Background: an optimization exercise with open tools, aiming at small area and a short achievable clock period. Do not read the settings as production practice. RTL that was checked went through simulation tests only; none was proved equivalent to the original. The clock input has no modelled driver; a real chip could not lean on it and would need a root buffer or a full tree. Power is estimated from default activity; no workload was simulated.

// accumulator_sum
module accumulator_sum (
    input  logic        clk,
    input  logic        rst,
    input  logic        start,
    input  logic        clear,
    input  logic [3:0]  data_in_a,
    input  logic [3:0]  data_in_b,
    output logic [3:0]  data_out,
    output logic        data_out_valid,
    output logic        result_complete,
    output logic        ready,
    output logic        response
);
    logic        s_q;          
    logic        r_q;          
    logic [3:0]  c_q;          
    logic        ready_q, valid_q, complete_q, resp_q;
    logic [3:0]  dout_q;       
    logic [31:0] acc_q;        
    logic [3:0]  hi_q;         
    logic [1:0]  cy_q;         
    logic        zq;           
    logic [4:0]  ab_q;         
    wire idle    = !s_q && !r_q;
    wire sum_go  = idle && start && !clear;
    wire rd_go   = idle && start && clear;
    wire s_last  = s_q && (c_q == 4'd7);
    wire r_last  = r_q && (c_q == 4'd10);
    wire fold_last = idle && !ready_q;
    wire fold    = s_q || fold_last;
    wire en      = fold || r_q;
    wire [3:0] lo  = zq ? 4'd0 : acc_q[3:0];
    wire [5:0] nib = {2'b00, lo} + {1'b0, ab_q} + {4'b0000, cy_q};
    always_ff @(posedge clk) begin
        ab_q <= {1'b0, data_in_a} + {1'b0, data_in_b};
    end
    always_ff @(posedge clk) begin
        if (rst) begin
            s_q        <= 1'b0;
            r_q        <= 1'b0;
            c_q        <= 4'd0;
            ready_q    <= 1'b1;
            valid_q    <= 1'b0;
            complete_q <= 1'b0;
            resp_q     <= 1'b0;
        end else begin
            ready_q    <= idle || r_last;
            valid_q    <= r_q && (c_q <= 4'd9);
            complete_q <= r_last;
            resp_q     <= (s_q && c_q == 4'd6) || (r_q && c_q == 4'd8);
            if (sum_go) begin
                s_q <= 1'b1;
                c_q <= 4'd1;
            end else if (rd_go) begin
                r_q <= 1'b1;
                c_q <= 4'd1;
            end else if (s_last || r_last) begin
                s_q <= 1'b0;
                r_q <= 1'b0;
                c_q <= 4'd0;
            end else if (!idle) begin
                c_q <= c_q + 4'd1;
  ...
Size: about 58 flip-flops, roughly 2300 µm² of cells after synthesis.
Settings: LEC_CHECK=0, CAP_MARGIN=20, CORE_MARGIN=2, CORE_UTILIZATION=40, SLEW_MARGIN=20; clock period 10.0 ns.
standard.sh (not shown) runs the stock make flow with config.mk's settings and CLKGATE_MAP_FILE= SYNTH_SCRIPT=/design/flow/synth_recipe.tcl, a recipe that flattens the netlist after the stock synthesis.
==> flow/flow/run.sh <==
#!/bin/bash
# Standard ORFS layout with a few settings changed:
#  - no full/half-adder cells and abc's area script (abc maps the adders as plain gates),
#  - small port buffers (buf_1 instead of the slow clkdlybuf4s50_1),
#  - repair_timing aims for extra setup margin (the clock is much slower than the logic),
#  - no CTS dummy loads.
set -euo pipefail
bash standard.sh \
  ADDER_MAP_FILE= ABC_AREA=1 \
  "BUFFER_PORTS_ARGS=-buffer_cell sky130_fd_sc_hd__buf_1" \
  SETUP_SLACK_MARGIN=7.2 \
  "CTS_ARGS=-sink_clustering_enable -repair_clock_nets -dont_use_dummy_load -sink_clustering_size 64 -sink_clustering_max_diameter 400 -buf_list sky130_fd_sc_hd__clkbuf_16" \
  finish > standard_run.log 2>&1
Next try:
--- a/flow/flow/run.sh
+++ b/flow/flow/run.sh
@@ -11,3 +11,3 @@
   SETUP_SLACK_MARGIN=7.2 \
-  "CTS_ARGS=-sink_clustering_enable -repair_clock_nets -dont_use_dummy_load -sink_clustering_size 64 -sink_clustering_max_diameter 400 -buf_list sky130_fd_sc_hd__clkbuf_16" \
+  "CTS_ARGS=-sink_clustering_enable -repair_clock_nets -dont_use_dummy_load" \
   finish > standard_run.log 2>&1
The changed run produced a clean layout.
Die area is unchanged.
Setup slack loses 0.012 ns.
Synthesized cell count does not change.
Final area drops by 4.1%.
Fmax drops by 0.43%.
Combinational power went down by about 1%.
Clock-buffer cell count is unchanged.
Power fell by 15%.
Utilization goes down by 2.1 points.
Via count barely changes.
No functional check of the RTL was part of any run of this note.

* * *

The RTL this note starts from:
==> flow/design.v <==
module accumulator_sum (
    input  logic        clk,
    input  logic        rst,
    input  logic        start,
    input  logic        clear,
    input  logic [3:0]  data_in_a,
    input  logic [3:0]  data_in_b,
    output logic [3:0]  data_out,
    output logic        data_out_valid,
    output logic        result_complete,
    output logic        ready,
    output logic        response
);
    logic        s_q, r_q;
    logic [2:0]  c_q;
    logic        ready_q, valid_q, complete_q, resp_q;
    logic [31:0] acc_q;        
    logic [3:0]  hi_q;         
    logic [1:0]  cy_q;         
    logic        zq;           
    logic [3:0]  p_q, g_q;
    wire idle    = !s_q && !r_q;
    wire go      = idle && start;
    wire sum_go  = go && !clear;
    wire rd_go   = go && clear;
    wire s_last  = s_q && resp_q;                                    
    wire r_hi    = r_q && resp_q;                                    
    wire r_last  = r_q && valid_q && !resp_q && (c_q == 3'd6);       
    wire fold_last = idle && !ready_q;
    wire fold    = s_q || fold_last;
    wire en      = fold || r_q;
    wire cy_mid  = !r_q && !ready_q;
    wire [3:0] lo  = zq ? 4'd0 : acc_q[3:0];
    wire [3:0] fs  = lo ^ p_q;
    wire [4:0] fc  = {(g_q | (p_q & lo)), 1'b0};
    wire [5:0] nib = {2'b00, fs} + {1'b0, fc} + {4'b0000, (cy_mid ? cy_q : 2'b00)};
    always_ff @(posedge clk) begin
        if (r_q)
            p_q <= r_hi ? hi_q : lo;
        else
            p_q <= data_in_a ^ data_in_b;
        g_q <= data_in_a & data_in_b;
    end
    always_ff @(posedge clk) begin
        if (go)
            c_q <= clear ? 3'd6 : 3'd0;
        else if (!resp_q)
            c_q <= c_q + 3'd1;
    end
    always_ff @(posedge clk) begin
        if (rst) begin
            s_q        <= 1'b0;
            r_q        <= 1'b0;
            ready_q    <= 1'b1;
            valid_q    <= 1'b0;
            complete_q <= 1'b0;
            resp_q     <= 1'b0;
        end else begin
            ready_q    <= idle || r_last;
            valid_q    <= r_q && !r_last;
            complete_q <= r_last;
            resp_q     <= !idle && (c_q == 3'd5);
            s_q        <= sum_go || (s_q && !s_last);
            r_q        <= rd_go || (r_q && !r_last);
        end
    end
    always_ff @(posedge clk) begin
        if (en)
            acc_q <= {nib[3:0], acc_q[31:4]};
    end
    always_ff @(posedge clk) begin
        if (rst) begin
            cy_q <= 2'b00;
            hi_q <= 4'd0;
            zq   <= 1'b1;
        end else begin
            cy_q <= fold ? nib[5:4] : 2'b00;
            if (r_last)
                hi_q <= 4'd0;
            else
                hi_q <= hi_q + {2'b00, (cy_mid ? 2'b00 : cy_q)};
            if (r_last)
                zq <= 1'b1;
            else if (fold_last)
                zq <= 1'b0;
        end
    end
    assign data_out        = p_q;
    assign data_out_valid  = valid_q;
    assign result_complete = complete_q;
    assign ready           = ready_q;
    assign response        = resp_q;
endmodule
Settings: LEC_CHECK=0, CAP_MARGIN=20, CORE_MARGIN=2, CORE_UTILIZATION=40, SLEW_MARGIN=20; clock period 10.0 ns.
==> flow/flow/run.sh <==
#!/bin/bash
# Standard ORFS layout with a few settings changed:
#  - abc maps with an area script (flow/abc_area.script; ORFS's scripts are copied so that
#    only this one file differs), and no full/half-adder cells,
#  - small port buffers (buf_1 instead of the slow clkdlybuf4s50_1),
#  - repair_timing aims for extra setup margin (the clock is much slower than the logic),
#  - after CTS, one level of clock buffers drives all flip-flops (flow/cts_post.tcl).
set -euo pipefail
PLATFORM_DONT_USE=$(sed -n '/^export DONT_USE_CELLS/,/^$/p' "$FLOW_HOME/platforms/sky130hd/config.mk" | grep -o 'sky130_fd_sc_hd__[A-Za-z0-9_]*' | tr '\n' ' ')
BIG="sky130_fd_sc_hd__buf_6 sky130_fd_sc_hd__buf_8 sky130_fd_sc_hd__buf_12 sky130_fd_sc_hd__buf_16 sky130_fd_sc_hd__dfxtp_4 sky130_fd_sc_hd__inv_6 sky130_fd_sc_hd__inv_8 sky130_fd_sc_hd__inv_12 sky130_fd_sc_hd__inv_16"
rm -rf orfs_scripts
cp -r "$FLOW_HOME/scripts" orfs_scripts
cp flow/abc_area.script orfs_scripts/abc_area.script
bash standard.sh \
  SCRIPTS_DIR=$PWD/orfs_scripts \
  ADDER_MAP_FILE= ABC_AREA=1 \
  "DONT_USE_CELLS=$PLATFORM_DONT_USE $BIG" \
  "BUFFER_PORTS_ARGS=-buffer_cell sky130_fd_sc_hd__buf_1" \
  SETUP_SLACK_MARGIN=7.15 \
  "CTS_ARGS=-repair_clock_nets -dont_use_dummy_load" \
  POST_CTS_TCL=$PWD/flow/cts_post.tcl FLOW_CLKBUF=sky130_fd_sc_hd__clkbuf_8 FLOW_CLKGROUPS=4 \
  finish > standard_run.log 2>&1
==> flow/flow/cts_post.tcl <==
# After CTS: replace the clock tree by one level of clock buffers (FLOW_CLKGROUPS of
# them), each driving the flip-flops of one part of the design, all driven by the clock port.
# The design is small: this meets the clock-pin slew limit with less latency and
# area than the two-level H-tree CTS builds. All flip-flops get the same kind of path.
set block [ord::get_db_block]
set clk_net [[$block findBTerm clk] getNet]

# (sourced inside a proc: keep the lists in the global namespace)
set ::cts_sinks {}
set ::cts_bufs {}
set ::cts_nets {}
proc walk_clock {net} {
  foreach it [$net getITerms] {
    if {![$it isInputSignal]} { continue }
    set inst [$it getInst]
    set m [[$inst getMaster] getName]
    if {[regexp {__(clkbuf|buf|clkinv|inv)_} $m]} {
      lappend ::cts_bufs $inst
      foreach ot [$inst getITerms] {
        if {[$ot isOutputSignal] && [$ot getNet] ne "NULL"} {
          lappend ::cts_nets [$ot getNet]
          walk_clock [$ot getNet]
        }
      }
    } else {
      lappend ::cts_sinks $it
    }
  }
}
walk_clock $clk_net
set sinks $::cts_sinks
set bufs $::cts_bufs
set nets $::cts_nets
puts "cts_post: [llength $bufs] clock buffers, [llength $sinks] sinks"

# split the sinks into 1, 2 or 4 groups by position (halves by x, then halves by y);
# each group gets its own buffer at its centre, all driven by the clock port
proc sink_xy {it} {
  set b [[$it getInst] getBBox]
  return [list [expr {([$b xMin] + [$b xMax]) / 2}] [expr {([$b yMin] + [$b yMax]) / 2}]]
}
proc split_by {items k} {
  set keyed {}
  foreach it $items { lappend keyed [list [lindex [sink_xy $it] $k] $it] }
  set sorted {}
  foreach p [lsort -integer -index 0 $keyed] { lappend sorted [lindex $p 1] }
  set h [expr {[llength $sorted] / 2}]
  return [list [lrange $sorted 0 [expr {$h - 1}]] [lrange $sorted $h end]]
}
set groups [list $sinks]
if {$::env(FLOW_CLKGROUPS) >= 2} { set groups [split_by $sinks 0] }
if {$::env(FLOW_CLKGROUPS) >= 4} {
  set g4 {}
  foreach half $groups {
    foreach q [split_by $half 1] { lappend g4 $q }
  }
  set groups $g4
}

foreach it $sinks { $it disconnect }
foreach inst $bufs { odb::dbInst_destroy $inst }
foreach net $nets { odb::dbNet_destroy $net }

set master [[ord::get_db] findMaster $::env(FLOW_CLKBUF)]
set i 0
foreach g $groups {
  set sx 0; set sy 0
  foreach it $g {
    lassign [sink_xy $it] x y
    set sx [expr {$sx + $x}]; set sy [expr {$sy + $y}]
  }
  set n [llength $g]
  set buf [odb::dbInst_create $block $master clkbuf_leaf_$i]
  set net [odb::dbNet_create $block clknet_leaf_$i]
  $net setSigType CLOCK
  [$buf findITerm A] connect $clk_net
  [$buf findITerm X] connect $net
  foreach it $g { $it connect $net }
  $buf setLocation [expr {$sx / $n}] [expr {$sy / $n}]
  $buf setPlacementStatus PLACED
  incr i
}

detailed_placement
estimate_parasitics -placement
report_clock_latency
repair_timing_helper
detailed_placement
check_placement -verbose
Other scripts of this flow, unchanged in this note and not shown: flow/flow/abc_area.script
==> next run, changes <==
--- a/flow/flow/run.sh
+++ b/flow/flow/run.sh
@@ -8,4 +8,2 @@
 set -euo pipefail
-PLATFORM_DONT_USE=$(sed -n '/^export DONT_USE_CELLS/,/^$/p' "$FLOW_HOME/platforms/sky130hd/config.mk" | grep -o 'sky130_fd_sc_hd__[A-Za-z0-9_]*' | tr '\n' ' ')
-BIG="sky130_fd_sc_hd__buf_6 sky130_fd_sc_hd__buf_8 sky130_fd_sc_hd__buf_12 sky130_fd_sc_hd__buf_16 sky130_fd_sc_hd__dfxtp_4 sky130_fd_sc_hd__inv_6 sky130_fd_sc_hd__inv_8 sky130_fd_sc_hd__inv_12 sky130_fd_sc_hd__inv_16"
 rm -rf orfs_scripts
@@ -16,5 +14,4 @@
   ADDER_MAP_FILE= ABC_AREA=1 \
-  "DONT_USE_CELLS=$PLATFORM_DONT_USE $BIG" \
   "BUFFER_PORTS_ARGS=-buffer_cell sky130_fd_sc_hd__buf_1" \
-  SETUP_SLACK_MARGIN=7.15 \
+  SETUP_SLACK_MARGIN=7.3 \
   "CTS_ARGS=-repair_clock_nets -dont_use_dummy_load" \
Result: Utilization rises by 1.9 points. Setup slack is better by 0.097 ns. Die area does not change. Wire length came out lower slightly. Final area went up by a few percent. Via count rises by a few percent. Fmax rises by a few percent. Clock skew hardly moves.
==> next run, changes <==
--- a/flow/flow/run.sh
+++ b/flow/flow/run.sh
@@ -17,3 +17,3 @@
   "CTS_ARGS=-repair_clock_nets -dont_use_dummy_load" \
-  POST_CTS_TCL=$PWD/flow/cts_post.tcl FLOW_CLKBUF=sky130_fd_sc_hd__clkbuf_8 FLOW_CLKGROUPS=4 \
+  POST_CTS_TCL=$PWD/flow/cts_post.tcl FLOW_CLKBUF=sky130_fd_sc_hd__clkbuf_16 FLOW_CLKGROUPS=4 \
   finish > standard_run.log 2>&1
Cell area goes up by 2.3%; synthesized area does not change; synthesized cell count does not change; total power came out higher by 8.1%; setup slack got worse by 0.0068 ns; routed wire length is about the same; final cell count stays the same; sequential share of layout area falls by 1.4 points.
==> next run, changes <==
--- a/flow/flow/run.sh
+++ b/flow/flow/run.sh
@@ -15,5 +15,5 @@
   "BUFFER_PORTS_ARGS=-buffer_cell sky130_fd_sc_hd__buf_1" \
-  SETUP_SLACK_MARGIN=7.3 \
+  SETUP_SLACK_MARGIN=7.15 \
   "CTS_ARGS=-repair_clock_nets -dont_use_dummy_load" \
-  POST_CTS_TCL=$PWD/flow/cts_post.tcl FLOW_CLKBUF=sky130_fd_sc_hd__clkbuf_16 FLOW_CLKGROUPS=4 \
+  POST_CTS_TCL=$PWD/flow/cts_post.tcl FLOW_CLKBUF=sky130_fd_sc_hd__clkbuf_8 FLOW_CLKGROUPS=4 \
   finish > standard_run.log 2>&1
Synthesized cell count is unchanged.
Die area is unchanged.
Setup slack gets worse by 0.059 ns.
Sequential share of layout area goes up by 3.6 points.
No run of this note takes its clock network from TritonCTS; it comes from the design's own scripts or RTL.

==> re-timing with driven ports <==
In the flow no input, the clock included, has a driving cell. The finished layouts below were timed again as built, in two steps. Step 1, drivers: a clkbuf_16 drives clk and a buf_2 each remaining input, both assumed. Step 2 adds t to the input delays and takes it off the output delays; t is the mean of the earliest and latest rising clock arrival at the registers after step 1. Input paths then give back, and output paths get back, about the clock's delay inside the block. Three values: ideal ports, drivers, drivers and shift; two values: the first two.
run	t, ns	setup WS [ns]	worst setup path after step 2	cell pins on the clock port's net
the first run of note 1	0.347	7.231 / 7.207 / 6.893	input to register	1
the second run of note 1	0.350	7.219 / 7.200 / 6.881	input to register	1
the first run of note 2	0.201	7.288 / 7.233 / 7.182	input to register	4
the second run of note 2	0.196	7.384 / 7.331 / 7.225	input to register	4
the third run of note 2	0.201	7.378 / 7.336 / 7.228	input to register	4
the fourth run of note 2	0.197	7.318 / 7.265 / 7.161	input to register	4
After both steps every run listed still meets setup and hold.
